Background: an optimization exercise with open tools, aiming at small area and a short achievable clock period. Do not read the settings as production practice. The RTL was checked by simulation tests, not by an equivalence proof against the original design. Power and IR drop assume default switching activity.

`flow/design.v`:
```
`timescale 1ns / 10ps
`timescale 1ns / 10ps
module PC1(
       clk,
		 rst,       
		 nextPC,		 
		 currPC);
		 input clk,rst;		 
		 input [16 - 1:0]nextPC;		  
		 output reg [16 - 1:0]currPC;
always @( posedge clk)
begin
if (rst) begin
	 currPC <= 0;
	end else begin
	 currPC <= nextPC;
	end
end
endmodule	
`timescale 1ns / 10ps
module control(
  input [3:0] inst,
  output reg wen,
  output reg memread,
  output reg memwrite,
  output reg Branch,
  output reg alusrc,
  output reg memtoreg,
  output reg [3:0] aluop,
  output reg jr,
  output reg jump,
  output reg jal,
  output reg regdst
  );
  always@(*)
  begin
  wen = 1'b0;
  aluop = inst;
  alusrc = 1'b0;
  memtoreg = 1'b1;
  memread = 1'b0;
  memwrite = 1'b0;
  Branch = 1'b0;
  jal = 1'b0;
  jump = 1'b0;
  jr = 1'b0;
  regdst = 1'b0;
	begin
    case(inst)
    4'b0000: begin
        wen=1'b1;
        aluop=inst;
		  alusrc=1'b0;
        memtoreg=1'b1;   
		  memread= 1'b0;
		  memwrite = 1'b0;
		  Branch=1'b0;
		  jal = 1'b0;
		  jump = 1'b0;
		  jr = 1'b0;
      end
	  4'b0001: begin
        wen=1'b1;
		  aluop=inst;
		  alusrc=1'b0;
		  memtoreg=1'b1;
		  memread= 1'b0;
		  memwrite = 1'b0;
		  Branch=1'b0;
		  jal = 1'b0;
		  jump = 1'b0;
		  jr = 1'b0;
	  end
     4'b0010: begin
			 wen=1'b1;
			 aluop=inst;
			 alusrc=1'b0;
			 memtoreg=1'b1;
			 memread= 1'b0;
			 memwrite = 1'b0;
			 Branch=1'b0;
			 jal = 1'b0;
		    jump = 1'b0;
		    jr = 1'b0;
        end
        4'b0011: begin
          wen=1'b1;
          aluop=inst;
			 alusrc=1'b0;
			 memtoreg=1'b1;
			 memread= 1'b0;
			 memwrite = 1'b0;
			 Branch=1'b0;
			 jal = 1'b0;
		    jump = 1'b0;
		    jr = 1'b0;
        end
        4'b0100: begin
          wen=1'b1;
          aluop=inst;
          alusrc=1'b1;
          memtoreg=1'b1;
          memread= 1'b0;
			 memwrite = 1'b0;
          Branch=1'b0;     
			 jal = 1'b0;
		    jump = 1'b0;
		    jr = 1'b0;			 
        end
        4'b0101: begin
          wen=1'b1;
          aluop=inst;
          alusrc=1'b1;
          memtoreg=1'b1;
          memread= 1'b0;
			 memwrite = 1'b0;
			 Branch=1'b0;
			 jal = 1'b0;
		    jump = 1'b0;
		    jr = 1'b0;
        end
        4'b0110: begin
          wen=1'b1;
          aluop=inst;
          alusrc=1'b0;
          memtoreg=1'b1;
          memread= 1'b0;
			 memwrite = 1'b0;
			 Branch=1'b0;
			 jal = 1'b0;
		    jump = 1'b0;
		    jr = 1'b0;
        end
        4'b0111: begin
          wen=1'b1;
          aluop=inst;
          alusrc=1'b0;
          memtoreg=1'b1;
          memread= 1'b0;
			 memwrite = 1'b0;
          Branch=1'b0;
			 jal = 1'b0;
		    jump = 1'b0;
	    	 jr = 1'b0;
        end
          4'b1000: begin
                  wen=1'b1;
                     aluop = inst;
                     alusrc=1'b1;
                     memtoreg=1'b0;
                     memread= 1'b1;
						   memwrite = 1'b0;
							Branch=1'b0;
							jal = 1'b0;
		               jump = 1'b0;
		               jr = 1'b0;
          end
          4'b1001: begin
                wen=1'b0;
                  aluop = inst;
                  alusrc=1'b1;
                  memtoreg=1'b1;
                  memread= 1'b0;
						memwrite = 1'b1;
						Branch=1'b0;
						jal = 1'b0;
		  jump = 1'b0;
		  jr = 1'b0;
		  regdst = 1'b1;
          end
          4'b1010: begin
                wen = 1'b0;
                  aluop = inst;
                  alusrc=1'b0;
                  memtoreg=1'b1;
                  Branch=1'b1;
                  memread= 1'b0;
						memwrite = 1'b0;
						jal = 1'b0;
		            jump = 1'b0;
		            jr = 1'b0;
						regdst = 1'b1;
          end
		    4'b1011: begin
			 wen = 1'b0;
          aluop = inst;
          alusrc=1'b0;
          memtoreg=1'b1;
          Branch=1'b0;
          memread= 1'b0;
			 memwrite = 1'b0;
			 jal = 1'b0;
		    jump = 1'b1;
		    jr = 1'b0;
          end
			 4'b1100: begin 
			 wen = 1'b0;
			 aluop = inst;
			 alusrc=1'b0;
			 memtoreg=1'b1;
			 Branch=1'b0;
			 memread= 1'b0;
			 memwrite = 1'b0;
			 jal = 1'b0;
		    jump = 1'b0;
		    jr = 1'b1;
          end
			 4'b1101: begin
			 wen = 1'b1;
			 aluop = inst;
			 alusrc=1'b0;
			 memtoreg=1'b1;
			 Branch=1'b0;
			 memread= 1'b0;
			 memwrite = 1'b0;
			 jal = 1'b1;
		    jump = 1'b1;
		    jr = 1'b0;
          end
    endcase
	 end
  end
endmodule
`timescale 1ns / 10ps
module alu(
   a,    
   b,    
   op,    
   imm,    
   out,
   zero    
   );
   input [16-1:0] a, b;
   input [3:0] op;
   input [16-1:0] imm;
   output [16-1:0] out;
   output reg zero;
	reg [16-1:0] out;
always @(a or b or op or imm)
begin
   zero = (a==b);
   case(op)
       4'b0000: out = a+b;
       4'b0001: out = a - b;
       4'b0010: out = a & b;
       4'b0011:  out = a^b;
       4'b0100: out = a << imm;
       4'b0101: out = a >> imm;
       4'b0110: out = a<=b;
       4'b0111: out = a*b;
		 4'b1000: out = a+b;
		 4'b1001: out = a+b;
       default: out = 0;
   endcase
end
endmodule
`timescale 1ns / 10ps
module regfile (
	clk,
	rst,
	wen,
	raddr1, 
	raddr2, 
	waddr, 
	wdata, 
	rdata1,
	rdata2
	);
	input clk;
	input rst;
	input wen;
	input [4-1:0] raddr1; 
	input [4-1:0] raddr2; 
	input [4-1:0] waddr; 
	input [16-1:0] wdata; 
	output [16-1:0] rdata1;
	output [16-1:0] rdata2;
	reg [16-1:0] regdata [0:16-1];
integer i;
	always@(posedge clk)
		begin
			if(rst)
				begin
					for (i=0; i<16; i=i+1)
						regdata[i] <=0;
					regdata[1] <=5; 
				end
			else
				regdata[waddr] <= (wen == 1) ? wdata : regdata[waddr];
		end
	assign rdata1 =  regdata[raddr1];
	assign rdata2 =  regdata[raddr2];
endmodule 
`timescale 1ns / 1ps
module sign_extend(in, out);
input[3:0] in;
output[15:0] out;
assign out = {{12{in[3]}}, in[3:0]};
endmodule
`timescale 1ns / 10ps
module ID_EXE_stage (
	input  clk,
   input  rst,	
	input [3:0]aluop_in,
	input Branch_in,
	input [16-1:0]PCOUT_in,
	input [16-1:0] s_ext_in,
	input [16-1:0] rdata1_in,
	input [16-1:0]b_in,
	input [16-1:0] rdata2_in,
	input [4-1:0]waddr_in,
	input wen_in,
	input memread_in,
	input memwrite_in,
	input memtoreg_in,
   input jal_in,
	output reg [3:0] aluop_out,
	output reg Branch_out,
	output reg [16-1:0]PCOUT_out,
	output reg [16-1:0] s_ext_out,
	output reg [16-1:0] rdata1_out,
	output reg [16-1:0]b_out,
	output reg [16-1:0] rdata2_out,
	output reg [4-1:0]waddr_out,
	output reg wen_out,
	output reg memread_out,
	output reg memwrite_out,
	output reg memtoreg_out,
	output reg jal_out
);
always @ (posedge clk) begin
	if(rst) begin
		Branch_out <= 0;
		wen_out <= 0;
		memread_out <= 0;
		memwrite_out <= 0;
		jal_out <= 0;
	end
		 else
		 begin
		 aluop_out <= aluop_in;
		 Branch_out  <= Branch_in;
		 PCOUT_out <= PCOUT_in;
		 s_ext_out  <= s_ext_in;
		 rdata1_out    <= rdata1_in;
		 b_out <= b_in;
		 rdata2_out <= rdata2_in;
		 waddr_out <= waddr_in;
		 wen_out <= wen_in;
		 memread_out <= memread_in;
		 memwrite_out <= memwrite_in;
	    memtoreg_out <= memtoreg_in;
		 jal_out<=jal_in;
	end
end
endmodule
`timescale 1ns / 10ps
module EXE_MEM_stage (
	input  clk,  
	input  rst,
	input [16-1:0]aluout_in,
	input [16-1:0] rdata2_in,
	input [4-1:0]waddr_in,
	input wen_in,
	input memread_in,
	input memwrite_in,
	input memtoreg_in,
   input jal_in,
	input [16-1:0]PCOUT_in,
	output reg [16-1:0]aluout_out,
	output reg [16-1:0] rdata2_out,
	output reg [4-1:0]waddr_out,
	output reg wen_out,
	output reg memread_out,
	output reg memwrite_out,
	output reg memtoreg_out,
	output reg jal_out,
	output reg [16-1:0]PCOUT_out
);
always @ (posedge clk) begin
	if(rst) begin
		 wen_out <= 0;
		 memread_out <= 0;
		 memwrite_out <= 0;
		 jal_out <= 0;
	end
	else
		 begin
		 aluout_out  <= aluout_in;
		 rdata2_out <= rdata2_in;
		 waddr_out  <= waddr_in;
		 wen_out    <= wen_in;
		 memread_out <= memread_in;
		 memwrite_out <= memwrite_in;
	    memtoreg_out <= memtoreg_in;
       jal_out<=jal_in;		 
		 PCOUT_out<=PCOUT_in;
	end
end
endmodule
`timescale 1ns / 1ps
`timescale 1ns / 10ps
module MEM_WBstage(
    input [16-1:0]data_out_in,
    input [16-1:0]aluout_in,
    input [4-1:0]waddr_in,
    input wen_in,
    input memtoreg_in,
	 input clk,
	 input rst,
	 input jal_in,
	 input [16-1:0]PCOUT_in,
    output reg [16-1:0]data_out_out,
    output reg [16-1:0]aluout_out,
    output reg [4-1:0]waddr_out,
    output reg wen_out,
    output reg memtoreg_out,
	 output reg jal_out,
	 output reg [16-1:0]PCOUT_out
    );
always @ (posedge clk) 
	if(rst) begin
		 wen_out <= 0;
		 jal_out <= 0;
	end
	else
		 begin
		 data_out_out <=  data_out_in;
		 aluout_out   <=  aluout_in;
		 waddr_out    <=  waddr_in;
		 wen_out      <=  wen_in;
		 memtoreg_out <=  memtoreg_in;
		 jal_out <= jal_in;
		 PCOUT_out <= PCOUT_in;
	    end
endmodule
`timescale 1ns / 1ps
`timescale 1ns / 10ps
module pipelined_regfile_2stage(clk, rst, imem_addr, imem_data, dmem_addr, dmem_wdata, dmem_we, dmem_re, dmem_rdata, wb_en, wb_addr, wb_data);
input clk;
input rst;
output [16-1:0] imem_addr;
input  [16-1:0] imem_data;
output [16-1:0] dmem_addr;
output [16-1:0] dmem_wdata;
output dmem_we;
output dmem_re;
input  [16-1:0] dmem_rdata;
output wb_en;
output [4-1:0] wb_addr;
output [16-1:0] wb_data;
wire [16-1:0] s_ext ;
wire [16-1:0]PCOUT;
wire [16-1:0] rdata1;
wire [16-1:0] rdata2;
wire [16-1:0] aluout;
wire [16-1:0]INST;
wire [3:0] aluop;
wire Branch;
wire regdst;
wire alusrc;
wire memtoreg;
wire jump;
wire jr;
wire jal;
wire PCsrc;
wire [3:0] raddr2; 
wire zero;                               
wire [15:0] data_out ; 
wire [16-1:0]PCIN;
wire memwrite;
wire memread;
wire [16-1:0]MemToRegRes;
wire [4-1:0]waddr;
wire [16-1:0]wdata;
wire [3:0] aluop_ID_EXE;
wire Branch_ID_EXE;
wire [16-1:0]PCOUT_ID_EXE;
wire [16-1:0]s_ext_ID_EXE;
wire [16-1:0]rdata1_ID_EXE;
wire [16-1:0]b_ID_EXE;
wire [16-1:0]rdata2_ID_EXE;
wire [4-1:0]waddr_ID_EXE;
wire wen_ID_EXE;
wire memread_ID_EXE;
wire memwrite_ID_EXE;
wire memtoreg_ID_EXE;
wire jal_ID_EXE;
wire [16-1:0] aluout_EXE_MEM;
wire [16-1:0]PCOUT_EXE_MEM;
wire [16-1:0]rdata2_EXE_MEM;
wire [4-1:0]waddr_EXE_MEM;
wire wen_EXE_MEM;
wire memread_EXE_MEM;
wire memwrite_EXE_MEM;
wire memtoreg_EXE_MEM;
wire jal_EXE_MEM;
wire [16-1:0]data_out_MEM_WB;
wire [16-1:0]aluout_MEM_WB;
wire [16-1:0]PCOUT_MEM_WB;
wire [4-1:0]waddr_MEM_WB;
wire wen_MEM_WB;
wire memtoreg_MEM_WB;
wire [16-1:0]PCIN1;
wire wen;
wire jal_MEM_WB;
PC1 pc(.clk(clk),.rst(rst),.nextPC(PCIN),.currPC(PCOUT));
assign PCIN1 = PCsrc ? PCOUT_ID_EXE + s_ext_ID_EXE : PCOUT + 16'b1;  
assign imem_addr = PCOUT;
assign INST = imem_data;
control C0 (.inst(INST[15:12]),.wen(wen), .aluop(aluop),.regdst(regdst),.alusrc(alusrc),.memtoreg(memtoreg),.memread(memread),.memwrite(memwrite),.Branch(Branch),.jump(jump),.jal(jal),.jr(jr));
assign raddr2 = (regdst) ? INST[11:8] : INST[3:0] ;   
regfile  RF0 ( .clk(clk), .rst(rst), .wen(wen_MEM_WB), .raddr1(INST[7:4]), .raddr2(raddr2), .waddr(waddr), .wdata(wdata), .rdata1(rdata1), .rdata2(rdata2));
sign_extend S (.in(INST[3:0]), .out(s_ext));
wire [16-1:0]b;
assign b = (alusrc) ? s_ext : rdata2; 
ID_EXE_stage PIPE1 (.clk(clk),.rst(rst),.aluop_in(aluop),.Branch_in(Branch),.PCOUT_in(PCOUT),.s_ext_in(s_ext),.jal_in(jal),.rdata1_in(rdata1),.b_in(b),.rdata2_in(rdata2),.waddr_in(INST[11:8]),.wen_in(wen),.memwrite_in(memwrite),.memread_in(memread),.memtoreg_in(memtoreg),.aluop_out(aluop_ID_EXE),.Branch_out(Branch_ID_EXE),.PCOUT_out(PCOUT_ID_EXE),.s_ext_out(s_ext_ID_EXE),.rdata1_out(rdata1_ID_EXE),.b_out(b_ID_EXE),.rdata2_out(rdata2_ID_EXE),.waddr_out(waddr_ID_EXE),.wen_out(wen_ID_EXE),.memwrite_out(memwrite_ID_EXE),.memread_out(memread_ID_EXE),.memtoreg_out(memtoreg_ID_EXE),.jal_out(jal_ID_EXE));
alu ALU0 ( .a(rdata1_ID_EXE), .b(b_ID_EXE), .op(aluop_ID_EXE), .imm(s_ext_ID_EXE), .out(aluout),.zero(zero));
EXE_MEM_stage PIPE2 (.clk(clk),.rst(rst),.aluout_in(aluout),.rdata2_in(rdata2_ID_EXE),.PCOUT_in(PCOUT_ID_EXE),.jal_in(jal_ID_EXE),.waddr_in(waddr_ID_EXE),.wen_in(wen_ID_EXE),.memread_in(memread_ID_EXE),.memwrite_in(memwrite_ID_EXE),.memtoreg_in(memtoreg_ID_EXE),.aluout_out(aluout_EXE_MEM),.rdata2_out(rdata2_EXE_MEM),.PCOUT_out(PCOUT_EXE_MEM),.waddr_out(waddr_EXE_MEM),.wen_out(wen_EXE_MEM),.memread_out(memread_EXE_MEM),.memwrite_out(memwrite_EXE_MEM),.memtoreg_out(memtoreg_EXE_MEM),.jal_out(jal_EXE_MEM));
assign dmem_addr = aluout_EXE_MEM;
assign dmem_wdata = rdata2_EXE_MEM;
assign dmem_we = memwrite_EXE_MEM;
assign dmem_re = memread_EXE_MEM;
assign data_out = dmem_rdata;
assign MemToRegRes = (memtoreg_MEM_WB) ? aluout_MEM_WB : data_out_MEM_WB;
assign PCsrc = Branch_ID_EXE & zero;
MEM_WBstage PIPE3 (.clk(clk),.rst(rst),.data_out_in(data_out),.aluout_in(aluout_EXE_MEM),.PCOUT_in(PCOUT_EXE_MEM),.jal_in(jal_EXE_MEM),.waddr_in(waddr_EXE_MEM),.wen_in(wen_EXE_MEM),.memtoreg_in(memtoreg_EXE_MEM),.data_out_out(data_out_MEM_WB),.aluout_out(aluout_MEM_WB),.waddr_out(waddr_MEM_WB),.wen_out(wen_MEM_WB),.memtoreg_out(memtoreg_MEM_WB), .jal_out(jal_MEM_WB),.PCOUT_out(PCOUT_MEM_WB));
wire [16-1:0]jumpres;
assign jumpres = jump ? {PCOUT[15:12],INST[11:0]} : PCIN1;
assign PCIN = jr ? rdata1 : jumpres;
assign wdata = jal_MEM_WB ? PCOUT_MEM_WB : MemToRegRes;
assign waddr = jal_MEM_WB ? 4'b1111 : waddr_MEM_WB; 
assign wb_en = wen_MEM_WB;
assign wb_addr = waddr;
assign wb_data = wdata;
endmodule
```
`flow/run.sh`:
```
#!/bin/bash
# synth_recipe.tcl (not shown) runs the flow's synth.tcl, then flattens the netlist and writes it again
# the make line also repeats each setting of config.mk as NAME=value (left out here)
make -C /OpenROAD-flow-scripts/flow DESIGN_CONFIG=/design/flow/config.mk WORK_HOME=/design/flow/orfs CLKGATE_MAP_FILE= SYNTH_SCRIPT=/design/flow/synth_recipe.tcl finish
```
`flow/config.mk`:
```
export PLATFORM = sky130hd
export DESIGN_NAME = pipelined_regfile_2stage
export DESIGN_NICKNAME = pipelined_regfile_2stage
export VERILOG_FILES = /design/flow/design.v
export SDC_FILE = /design/flow/constraint.sdc
export NUM_CORES = 4
export LEC_CHECK = 0
export CAP_MARGIN = 20
export CORE_MARGIN = 2
export CORE_UTILIZATION = 40
export SLEW_MARGIN = 20
```
`flow/constraint.sdc`:
```
create_clock -name core_clock -period 7.0 [get_ports {clk}]
set_input_delay 1.4000 -clock core_clock [delete_from_list [all_inputs] [get_ports {clk}]]
set_output_delay 1.4000 -clock core_clock [all_outputs]
set_load 0.01 [all_outputs]
```
==> impl_metrics.py <==
metrics = {
    "synth": {
        "yosysUniqueCellTypes": 76,
        "synth_top_area_cell": "edfxtp_1",
        "synthTopCellsByArea": "edfxtp_1 (47%), mux4_2 (12%), fa_1 (5.9%)",
        "synth_edf_count": 439,
        "synthArstFlopShare": 0,
        "avgSynthCellArea_um2": 11.94,
        "syn-num-nets": 2567,
        "ys_top_cells_by_count": "edfxtp_1 (439), nor2_1 (362), nand2_1 (192)",
        "synth_cells": 2353,
        "ys_ff_latch": 466,
        "yosys_warnings": 7,
        "synth_top_area_frac": 0.4692,
        "yosysMostFrequentCell": "edfxtp_1",
        "ys.flop_type": "edfxtp_1",
        "syn_area_mm2": 0.02810,
        "synth_seq_area_share": 0.4884,
    },
    "flow_run": {
        "drv_cap": 0,
    },
    "drt": {
        "vias": 19840,
        "first_iter_violations": 2274,
        "drc": 0,
        "dr.pass1.iters": 5,
        "routed_via_density": 5.857,
        "totalWireLength_um": 89670,
        "wl_per_cell_um": 26.48,
        "drtAntennaViolNets": 0,
    },
    "die": {
        "num_io_pins": 105,
        "die_area_mm2": 0.07238,
        "die_y_um": 269.0,
        "start_util": 0.4026,
        "num_rows": 97,
        "core_area_mm2": 0.06979,
        "die_w_um": 269.0,
    },
    "sta": {
        "max_freq_mhz": 159.5,
        "finalSetupTns_ns": 0,
        "slew_viol_final": 0,
        "fin_skew_ns": 0.05197,
        "rsz0062_at_grt": "no",
        "slew_headroom": 0.2265,
        "fin_crit_ns": 6.269,
        "tightest_slew_ns": 1.157,
        "hold_viol": 0,
        "setup_ws_ns": 0.7309,
        "fin_crit_sh": 0.8956,
        "report.final.setup_viol": 0,
    },
    "clock_network": {
        "insertion_delay_ns": 0.64,
        "ctsHtreeMaxLevel": 2,
        "postCtsHoldBufs": 0,
        "clock-root-buffer": "clkbuf_16",
        "clk_pin_slew_ns": 0.06,
        "cts_tree": "built",
        "postCtsResizedCells": 0,
        "numCtsBuffers": 52,
        "cts_buffer_depth": 3,
        "postCtsSetupBuffers": 0,
        "numClockSinks": 466,
    },
    "power": {
        "internal-power_mw": 6.403,
        "switchingPower_mw": 3.470,
        "power_density_mw_per_mm2": 309.4,
        "power_frac_seq": 0.351,
        "comb_power_share": 0.364,
        "vdd_drop_max_mv": 0.2896,
        "p_leak_nw": 12.28,
        "swShare": 0.3515,
        "clock_power_share": 0.285,
        "power_mw": 9.873,
    },
    "layout": {
        "fin_nets": 2617,
        "final_area_mm2": 0.03191,
        "fin_util": 0.4573,
        "fill_cells": 6341,
        "syn_to_final_growth_pct": 13.58,
        "drive_above_1_share": 0.1259,
        "multi_input_area_mm2": 0.01318,
        "final-seq-area_mm2": 0.01372,
    },
    "place": {
        "placed_cell_area_mm2": 0.03015,
        "pre_cts_slack_ns": 0.7518,
        "dpl.hpwl_um": 63110,
        "place_congestion": 0.9662,
        "io_buffers": 104,
    },
    "grt": {
        "grt_pass1_vias": 19970,
        "grt_use_met3": 0.04667,
        "grt_max_degree": 80,
        "globalRoute.busiestLayer": "met2",
        "antenna_found_initial": 5,
        "grt_pass1_wl_um": 132700,
        "overflow": 0,
        "use_met1": 0.3365,
        "grt_usage": 0.2503,
        "grtUsageMet2": 0.4084,
    },
    "worst_setup_path": {
        "critical_path.top_delay_family": "adder cells",
        "cp_slowest_cell": "edfxtp_1",
        "cp.required_ns": 7.35,
        "critPathLaunchType": "flop",
        "critPathBufInv": 4,
        "reg2reg_to": "PIPE2.aluout_out[15]",
        "slowest_delay_ns": 0.78,
        "crit_chain": "ha_1, fa_1, inv_1, fa_1, fa_1, fa_1, inv_1, fa_1, inv_1, fa_1, inv_1, ha_1, and2_1, o21a_1, a211oi_1, a21oi_1, xnor2_1, a221o_1",
        "reg2reg_slack_ns": 0.73,
        "crit_top_cell": "fa_1",
        "worstSetupPathType": "reg -> reg",
        "crit_fanout": 15,
        "crit_arrival_ns": 6.62,
        "reg2reg_depth": 18,
        "reg2reg_from": "PIPE1.rdata1_out[5]",
        "end_kind": "flop",
    },
    "worst_hold_path": {
        "min_to": "PIPE3.waddr_out[1]",
        "hold_start": "PIPE2.waddr_out[1]",
        "hp-class": "reg -> reg",
        "hold_path_depth": 0,
    },
    "run_status": {
        "status": "timing/DRC/antenna clean",
    },
}
power by group through the flow:
stage	logic (mW)	clock network (mW)	registers (mW)
6_report	3.60	2.81	3.47
5_1_grt	4.00	2.95	3.49
4_1_cts	3.60	2.85	3.46
3_5_place_dp	3.58	0	3.52
3_3_place_gp	3.56	0	3.51
2_1_floorplan	2.54	0	3.41
per-layer routing:
layer	vias to the layer above	share of wire	wire length, um
met2	906	0.48	42830
met4	4	0.035	3159
li1	8612	-	-
met1	10130	0.41	36390
met3	191	0.081	7263
met5	-	0.00030	27
per-stage QoR:
stage / std cells / hold WS [ns]
after floorplan: 2353 / 0.4003
after global placement: 3289 / 0.4011
after detailed placement: 3289 / 0.4045
after CTS: 3386 / 0.4193
after global routing: 3386 / 0.4247
final: 3387 / 0.4168
cells by family (layout without fill, tap and decap cells):
family / after synthesis / in the layout / synth area share
AO/OA/AOI/OAI: 315 / 315 / 0.07673
XOR/XNOR: 65 / 65 / 0.02026
adder cells (fa/ha/maj): 180 / 180 / 0.1023
buffers and inverters: 329 / 422 / 0.04644
flip-flops: 466 / 466 / 0.4884
multiplexers: 220 / 220 / 0.1436
other: 0 / 1 / 0
AND/OR/NAND/NOR: 778 / 778 / 0.1223
how the worst max path moves through the flow:
stage | startpoint | slack (ns) | cells after the start | endpoint
after global placement | PIPE1.rdata1_out[5] | 0.86 | 18 | PIPE2.aluout_out[15]
final | PIPE1.rdata1_out[5] | 0.73 | 18 | PIPE2.aluout_out[15]
after CTS | PIPE1.rdata1_out[5] | 0.75 | 18 | PIPE2.aluout_out[15]
after global routing | PIPE1.rdata1_out[5] | 0.52 | 18 | PIPE2.aluout_out[15]
after floorplan | rst | 1.15 | 4 | RF0.regdata[0][0]
after detailed placement | PIPE1.rdata1_out[5] | 0.75 | 18 | PIPE2.aluout_out[15]
layout make-up:
cell class	instances	share of cell area
Clock inverter	26	0.009840
Sequential cell	466	0.4300
Tap cell	940	0.03685
Clock buffer	71	0.04524
Antenna cell	1	0.00007841
Inverter	172	0.02046
Timing Repair Buffer	153	0.04469
Multi-Input combinational cell	1558	0.4128
placed cells by master, fill, tap and decap left out, drive strengths merged, types with 12 or more instances in the layout:
| cell type | instances |
|---|---|
| fa | 83 |
| a211oi | 32 |
| xnor2 | 46 |
| and2 | 64 |
| nand3 | 24 |
| clkdlybuf4s50 | 102 |
| clkbuf | 71 |
| edfxtp | 439 |
| nor2b | 26 |
| o211ai | 16 |
| buf | 51 |
| a21o | 15 |
| mux4 | 145 |
| inv | 174 |
| o221ai | 12 |
| a21oi | 90 |
| nor2 | 362 |
| nand2 | 192 |
| o21ai | 43 |
| clkinv | 19 |
| mux2i | 67 |
| nor3 | 36 |
| dfxtp | 27 |
| nand2b | 31 |
| ha | 97 |
| and3 | 14 |
| xor2 | 19 |
flip-flops by register name (all words and copies together) (netlist names), 4 cells and up:
name / cells
PIPE2.rdata2_out: 16
PIPE1.rdata2_out: 16
PIPE1.PCOUT_out: 16
PIPE2.PCOUT_out: 16
PIPE3.waddr_out: 4
RF0.regdata: 256
PIPE1.rdata1_out: 16
PIPE2.aluout_out: 16
PIPE3.data_out_out: 16
PIPE3.aluout_out: 16
pc.currPC: 16
PIPE1.waddr_out: 4
PIPE1.aluop_out: 4
PIPE1.b_out: 16
PIPE1.s_ext_out: 4
PIPE3.PCOUT_out: 16
PIPE2.waddr_out: 4

-- separate check: timing with driven ports --
Ports are ideal in the flow. The routed layout listed here was re-timed in OpenROAD. Step 1 (the two cells are an assumption about what drives the block):
set clk [get_ports {clk}]
set_driving_cell -lib_cell sky130_fd_sc_hd__clkbuf_16 $clk
set_driving_cell -lib_cell sky130_fd_sc_hd__buf_2 [delete_from_list [all_inputs] $clk]
Step 2, shift: input delay + t, output delay - t, t = (earliest + latest rising clock arrival at the registers) / 2. This alone moves slack from input paths to output paths. Slacks: ideal / step 1 / step 2; pairs: ideal / step 1.
t (ns): 0.682
slack for setup (ns): 0.731 / 0.731 / 0.731
worst hold slack (ns): 0.417 / 0.417 / 0.417
latest minus earliest clock arrival (ns): 0.054 / 0.054
After both steps this run still meets setup and hold. For this run, drivers alone change the setup slack by 0.000 ns; drivers and shift together by 0.000 ns.
